From an optimization exercise on the open Yosys and OpenROAD flow, aimed at small area; shortcuts taken in it are not production practice.
In this exercise RTL edits were held to simulation tests only and were not proved equivalent to the original.
No activity file was given, so power comes from the tool's default toggle rates.

==> 03-24: inputs <==
// game
module game(clk,rst,btnU,btnR,btnL,sw,an,seg);
    input clk;
    input rst;  
    input btnR;
    input btnL;
    input btnU;
    input [9:0] sw;
    output [3:0] an;
    output [6:0] seg;
    wire [9:0] num_db;
    wire debouncedRst;
    wire debouncedCfm;
    wire debouncedPcd;
    genvar i;
    generate
        for (i = 0; i < 10; i = i + 1) begin : db_sw
            debounce u(.rst(rst), .in(sw[i]), .master_clk(clk), .out(num_db[i]));
        end
    endgenerate
    debounce debounceRst(.rst(rst),.in(btnR),.master_clk(clk),.out(debouncedRst));
    debounce debounceCfm(.rst(rst),.in(btnL),.master_clk(clk),.out(debouncedCfm));
    debounce debouncePcd(.rst(rst),.in(btnU),.master_clk(clk),.out(debouncedPcd));
    wire fast_tick;
    clocks clk_div(.master_clk(clk),.rst(rst),.RESET(debouncedRst),.fast_tick(fast_tick));
    wire [3:0] sym1, sym2, sym3, sym4;
    control controlUnit(.clk(clk),.rst(rst),.RESET(debouncedRst),.PROCEED(debouncedPcd),
        .CONFIRM(debouncedCfm),.num_db(num_db),.sym1(sym1),.sym2(sym2),.sym3(sym3),.sym4(sym4));
    cathode_and_anode display(.clk(clk),.rst(rst),.fast_tick(fast_tick),.sym1(sym1),.sym2(sym2),
        .sym3(sym3),.sym4(sym4),.cathode(seg),.anode(an));
endmodule
export LEC_CHECK = 0
export CAP_MARGIN = 20
export CORE_MARGIN = 2
export CORE_UTILIZATION = 65
export CTS_BUF_LIST = sky130_fd_sc_hd__clkbuf_8
export CTS_CLUSTER_DIAMETER = 60
export CTS_CLUSTER_SIZE = 20
export PLACE_DENSITY = 0.8
export SLEW_MARGIN = 20
create_clock -name core_clock -period 10.0 [get_ports {clk}]
standard.sh (not shown) runs the stock make flow with config.mk's settings and CLKGATE_MAP_FILE= SYNTH_SCRIPT=/design/flow/synth_recipe.tcl, a recipe that flattens the netlist after the stock synthesis.
==> flow/flow/run.sh <==
#!/bin/bash
# Layout flow: the standard flow (standard.sh), with three changes:
#  - after the standard synthesis, the combinational logic between the
#    registers is mapped again by ABC for area, with each script in flow/abc/;
#    the smallest netlist that passes the library check is kept. The
#    registers, their cells, instance names and output nets are unchanged;
#  - the port buffers are buf_1 cells;
#  - the clock tree is built from small clock buffers without dummy loads.
# Each tool writes its full output to its own log file here.
set -euo pipefail
R=orfs/results/sky130hd/game/base
LIB=$FLOW_HOME/platforms/sky130hd/lib/sky130_fd_sc_hd__tt_025C_1v80.lib
YOSYS=$(command -v yosys || echo "$FLOW_HOME/../tools/install/yosys/bin/yosys")
JOBS=${NUM_CORES:-4}

bash standard.sh synth > synth.log 2>&1

cp $R/1_2_yosys.v $R/1_2_yosys_standard.v
DONT_USE=""
for c in $(sed -n '/^export DONT_USE_CELLS/,/^$/p' $FLOW_HOME/platforms/sky130hd/config.mk | grep -o 'sky130_fd_sc_hd__[a-z0-9_]*'); do
  DONT_USE="$DONT_USE -dont_use $c"
done

mkdir -p reopt
# one remapping per ABC script
n_run=0
for s in flow/abc/*.abc; do
  n=$(basename "$s" .abc)
  cat > reopt/$n.ys <<EOS
read_liberty -wb -ignore_miss_func $LIB
read_verilog $R/1_2_yosys_standard.v
hierarchy -top $FLOW_TOP
setattr -mod -unset whitebox -set blackbox 1 =sky130_fd_sc_hd__dfxtp_1 =sky130_fd_sc_hd__edfxtp_1 =sky130_fd_sc_hd__conb_1
rename -hide c:* t:sky130_fd_sc_hd__dfxtp_1 t:sky130_fd_sc_hd__edfxtp_1 %u %d
rename -hide w:_*_
flatten -wb
opt_clean -purge
abc -liberty $LIB -script $s $DONT_USE
opt_clean -purge
hilomap -singleton -hicell sky130_fd_sc_hd__conb_1 HI -locell sky130_fd_sc_hd__conb_1 LO
splitnets
opt_clean -purge
write_verilog -noattr -nohex -nodec reopt/$n.v
EOS
  # check each result against the library as the standard synthesis does
  cat > reopt/$n.check.ys <<EOS
read_liberty -lib $LIB
read_verilog reopt/$n.v
hierarchy -check -top $FLOW_TOP
check -assert -mapped
tee -q -o reopt/$n.stat stat -liberty $LIB
EOS
  ( "$YOSYS" -l reopt/$n.log -q reopt/$n.ys > /dev/null 2>&1 && \
    "$YOSYS" -l reopt/$n.check.log -q reopt/$n.check.ys > /dev/null 2>&1 ) || rm -f reopt/$n.stat &
  n_run=$((n_run + 1))
  if (( n_run % JOBS == 0 )); then wait; fi
done
wait

best=""
best_area=""
for f in reopt/*.stat; do
  [[ -f "$f" ]] || continue
  a=$(grep 'Chip area for module' "$f" | awk '{print $NF}')
  [[ -n "$a" ]] || continue
  if [[ -z "$best" ]] || awk -v a="$a" -v b="$best_area" 'BEGIN{exit !(a < b)}'; then
    best=$(basename "$f" .stat); best_area=$a
  fi
done
{
  echo "standard synthesis: $(grep 'Chip area for' $R/../../../../reports/sky130hd/game/base/synth_stat.txt 2>/dev/null | awk '{print $NF}')"
  for f in reopt/*.stat; do echo "$(basename "$f" .stat): $(grep 'Chip area for module' "$f" | awk '{print $NF}')"; done
  echo "kept: ${best:-standard synthesis}"
} > reopt_summary.txt
if [[ -n "$best" ]]; then
  cp reopt/$best.v $R/1_2_yosys.v
  touch $R/1_2_yosys.v
fi

bash standard.sh \
  BUFFER_PORTS_ARGS="-buffer_cell sky130_fd_sc_hd__buf_1" \
  CTS_ARGS="-sink_clustering_enable -repair_clock_nets -sink_clustering_size 20 -sink_clustering_max_diameter 60 -buf_list sky130_fd_sc_hd__clkbuf_8 -dont_use_dummy_load" \
  finish > standard.log 2>&1
Other scripts of this flow, unchanged in this note and not shown: flow/flow/abc/a_r2r2.abc, flow/flow/abc/b_r2dc2.abc, flow/flow/abc/c_r2dc2x2.abc, flow/flow/abc/d_noif.abc, flow/flow/abc/e_x2map.abc, flow/flow/abc/f_x3map.abc, flow/flow/abc/g_r2x4.abc, flow/flow/abc/h_dch.abc, flow/flow/abc/i_r2dc2map2.abc, flow/flow/abc/j_dc2r2.abc
==> inputs of 04-19, as changes to 03-24 <==
--- a/flow/flow/run.sh
+++ b/flow/flow/run.sh
@@ -2,6 +2,8 @@
 # Layout flow: the standard flow (standard.sh), with three changes:
 #  - after the standard synthesis, the combinational logic between the
-#    registers is mapped again by ABC for area, with each script in flow/abc/;
-#    the smallest netlist that passes the library check is kept. The
+#    registers is mapped again by ABC for area, with each script in flow/abc/
+#    (the k_deepsyn* scripts run &deepsyn for 60 s, so their results depend
+#    on the machine's speed); the smallest netlist that passes the library
+#    check is kept. The
 #    registers, their cells, instance names and output nets are unchanged;
 #  - the port buffers are buf_1 cells;
@@ -80,4 +82,4 @@
 bash standard.sh \
   BUFFER_PORTS_ARGS="-buffer_cell sky130_fd_sc_hd__buf_1" \
-  CTS_ARGS="-sink_clustering_enable -repair_clock_nets -sink_clustering_size 20 -sink_clustering_max_diameter 60 -buf_list sky130_fd_sc_hd__clkbuf_8 -dont_use_dummy_load" \
+  CTS_ARGS="-sink_clustering_enable -repair_clock_nets -sink_clustering_size 11 -sink_clustering_max_diameter 42 -buf_list sky130_fd_sc_hd__clkbuf_4 -dont_use_dummy_load" \
   finish > standard.log 2>&1
==> flow/flow/abc/k_deepsyn1.abc (new file) <==
strash
ifraig
balance
rewrite
refactor
balance
rewrite
rewrite -z
balance
refactor -z
rewrite -z
balance
dc2
balance
rewrite
refactor
balance
rewrite
rewrite -z
balance
refactor -z
rewrite -z
balance
dc2
&get -n
&deepsyn -T 60 -S 1
&put
dch -f
map -a
==> flow/flow/abc/k_deepsyn10.abc (new file) <==
strash
ifraig
balance
rewrite
refactor
balance
rewrite
rewrite -z
balance
refactor -z
rewrite -z
balance
dc2
balance
rewrite
refactor
balance
rewrite
rewrite -z
balance
refactor -z
rewrite -z
balance
dc2
&get -n
&deepsyn -T 60 -S 10
&put
dch -f
map -a
==> flow/flow/abc/k_deepsyn11.abc (new file) <==
strash
ifraig
balance
rewrite
refactor
balance
rewrite
rewrite -z
balance
refactor -z
rewrite -z
balance
dc2
balance
rewrite
refactor
balance
rewrite
rewrite -z
balance
refactor -z
rewrite -z
balance
dc2
&get -n
&deepsyn -T 60 -S 11
&put
dch -f
map -a
==> flow/flow/abc/k_deepsyn12.abc (new file) <==
strash
ifraig
balance
rewrite
refactor
balance
rewrite
rewrite -z
balance
refactor -z
rewrite -z
balance
dc2
balance
rewrite
refactor
balance
rewrite
rewrite -z
balance
refactor -z
rewrite -z
balance
dc2
&get -n
&deepsyn -T 60 -S 12
&put
dch -f
map -a
==> flow/flow/abc/k_deepsyn13.abc (new file) <==
strash
ifraig
balance
rewrite
refactor
balance
rewrite
rewrite -z
balance
refactor -z
rewrite -z
balance
dc2
balance
rewrite
refactor
balance
rewrite
rewrite -z
balance
refactor -z
rewrite -z
balance
dc2
&get -n
&deepsyn -T 60 -S 13
&put
dch -f
map -a
==> flow/flow/abc/k_deepsyn14.abc (new file) <==
strash
ifraig
balance
rewrite
refactor
balance
rewrite
rewrite -z
balance
refactor -z
rewrite -z
balance
dc2
balance
rewrite
refactor
balance
rewrite
rewrite -z
balance
refactor -z
rewrite -z
balance
dc2
&get -n
&deepsyn -T 60 -S 14
&put
dch -f
map -a
==> flow/flow/abc/k_deepsyn15.abc (new file) <==
strash
ifraig
balance
rewrite
refactor
balance
rewrite
rewrite -z
balance
refactor -z
rewrite -z
balance
dc2
balance
rewrite
refactor
balance
rewrite
rewrite -z
balance
refactor -z
rewrite -z
balance
dc2
&get -n
&deepsyn -T 60 -S 15
&put
dch -f
map -a
==> flow/flow/abc/k_deepsyn16.abc (new file) <==
strash
ifraig
balance
rewrite
refactor
balance
rewrite
rewrite -z
balance
refactor -z
rewrite -z
balance
dc2
balance
rewrite
refactor
balance
rewrite
rewrite -z
balance
refactor -z
rewrite -z
balance
dc2
&get -n
&deepsyn -T 60 -S 16
&put
dch -f
map -a
==> flow/flow/abc/k_deepsyn2.abc (new file) <==
strash
ifraig
balance
rewrite
refactor
balance
rewrite
rewrite -z
balance
refactor -z
rewrite -z
balance
dc2
balance
rewrite
refactor
balance
rewrite
rewrite -z
balance
refactor -z
rewrite -z
balance
dc2
&get -n
&deepsyn -T 60 -S 2
&put
dch -f
map -a
==> flow/flow/abc/k_deepsyn3.abc (new file) <==
strash
ifraig
balance
rewrite
refactor
balance
rewrite
rewrite -z
balance
refactor -z
rewrite -z
balance
dc2
balance
rewrite
refactor
balance
rewrite
rewrite -z
balance
refactor -z
rewrite -z
balance
dc2
&get -n
&deepsyn -T 60 -S 3
&put
dch -f
map -a
==> flow/flow/abc/k_deepsyn4.abc (new file) <==
strash
ifraig
balance
rewrite
refactor
balance
rewrite
rewrite -z
balance
refactor -z
rewrite -z
balance
dc2
balance
rewrite
refactor
balance
rewrite
rewrite -z
balance
refactor -z
rewrite -z
balance
dc2
&get -n
&deepsyn -T 60 -S 4
&put
dch -f
map -a
==> flow/flow/abc/k_deepsyn5.abc (new file) <==
strash
ifraig
balance
rewrite
refactor
balance
rewrite
rewrite -z
balance
refactor -z
rewrite -z
balance
dc2
balance
rewrite
refactor
balance
rewrite
rewrite -z
balance
refactor -z
rewrite -z
balance
dc2
&get -n
&deepsyn -T 60 -S 5
&put
dch -f
map -a
==> flow/flow/abc/k_deepsyn6.abc (new file) <==
strash
ifraig
balance
rewrite
refactor
balance
rewrite
rewrite -z
balance
refactor -z
rewrite -z
balance
dc2
balance
rewrite
refactor
balance
rewrite
rewrite -z
balance
refactor -z
rewrite -z
balance
dc2
&get -n
&deepsyn -T 60 -S 6
&put
dch -f
map -a
==> flow/flow/abc/k_deepsyn7.abc (new file) <==
strash
ifraig
balance
rewrite
refactor
balance
rewrite
rewrite -z
balance
refactor -z
rewrite -z
balance
dc2
balance
rewrite
refactor
balance
rewrite
rewrite -z
balance
refactor -z
rewrite -z
balance
dc2
&get -n
&deepsyn -T 60 -S 7
&put
dch -f
map -a
==> flow/flow/abc/k_deepsyn8.abc (new file) <==
strash
ifraig
balance
rewrite
refactor
balance
rewrite
rewrite -z
balance
refactor -z
rewrite -z
balance
dc2
balance
rewrite
refactor
balance
rewrite
rewrite -z
balance
refactor -z
rewrite -z
balance
dc2
&get -n
&deepsyn -T 60 -S 8
&put
dch -f
map -a
==> flow/flow/abc/k_deepsyn9.abc (new file) <==
strash
ifraig
balance
rewrite
refactor
balance
rewrite
rewrite -z
balance
refactor -z
rewrite -z
balance
dc2
balance
rewrite
refactor
balance
rewrite
rewrite -z
balance
refactor -z
rewrite -z
balance
dc2
&get -n
&deepsyn -T 60 -S 9
&put
dch -f
map -a
==> summary of the runs <==
In 03-24 the cell count is higher than in 04-19, by about 0.34%. Against 04-19, the non-clock buffer count of 03-24 is higher by 1. Of 03-24 and 04-19, 03-24 has the higher cell area (gap 0.89%, measured against 04-19). In 03-24 the combinational power is larger than in 04-19, by 28%. Against 04-19, the clock power of 03-24 is smaller by about 1%. In sequential cell count, 03-24 and 04-19 do not differ. 03-24 ran to the end with no violations. 04-19 completed with no timing, DRC or antenna violations. Between 04-19 and 03-24, the lower sequential share of layout area is in 03-24 (gap 0.54 points).
==> figures <==
	04-19	03-24
Run status	timing/DRC/antenna clean	timing/DRC/antenna clean
Via count of the first global-routing pass	6,024	6,050
Non-clk invs	81	80
Post-layout utilization of the core	70.78%	71.13%
Critical path depth	9	5
Wire length per cell after detailed routing	12.15 um	12.68 um
Layout clock area frac	2.723%	2.620%
Critical path endpoint	seg[1]	seg[6]
Leakage component of the power	3.677 nW	3.702 nW
DRT Wirelength	14,440 um	15,110 um
Reg-to-reg critical path startpoint	debounceRst.d	controlUnit.pos[0]
Worst-margin pin slew	0.7626 ns	0.6076 ns
Sequential portion of the cell area	61.30%	60.76%
Antenna fix cells	1	0
Post-route worst setup slack	5.925 ns	6.348 ns
Ratio of layout area to synthesized area	1.0650x	1.0641x

==> what the ideal ports hide <==
No port has a modelled driver above. Below, the same layouts with a new extraction and two added sets of constraints. Step 1, drivers: a clkbuf_16 drives clk and a buf_2 each remaining input, both assumed. Step 2 times the ports against the registers' clock, not the clock port: input delays grow and output delays shrink by t, the midpoint of the rising clock arrivals with the driver on. Slacks: ideal ports / drivers / drivers and shift; pairs: ideal ports / drivers.
run | t (ns) | setup WS [ns] | hold slack, ns | cell pins on the clock port's net
03-24 | 0.528 | 6.348 / 6.312 / 6.198 | 0.327 / 0.327 / 0.327 | 1
04-19 | 0.629 | 5.925 / 5.890 / 6.171 | 0.334 / 0.334 / 0.334 | 1
After both steps every run listed still meets setup and hold. For 03-24, which loses most, drivers alone change the setup slack by -0.036 ns; drivers and shift together by -0.150 ns.
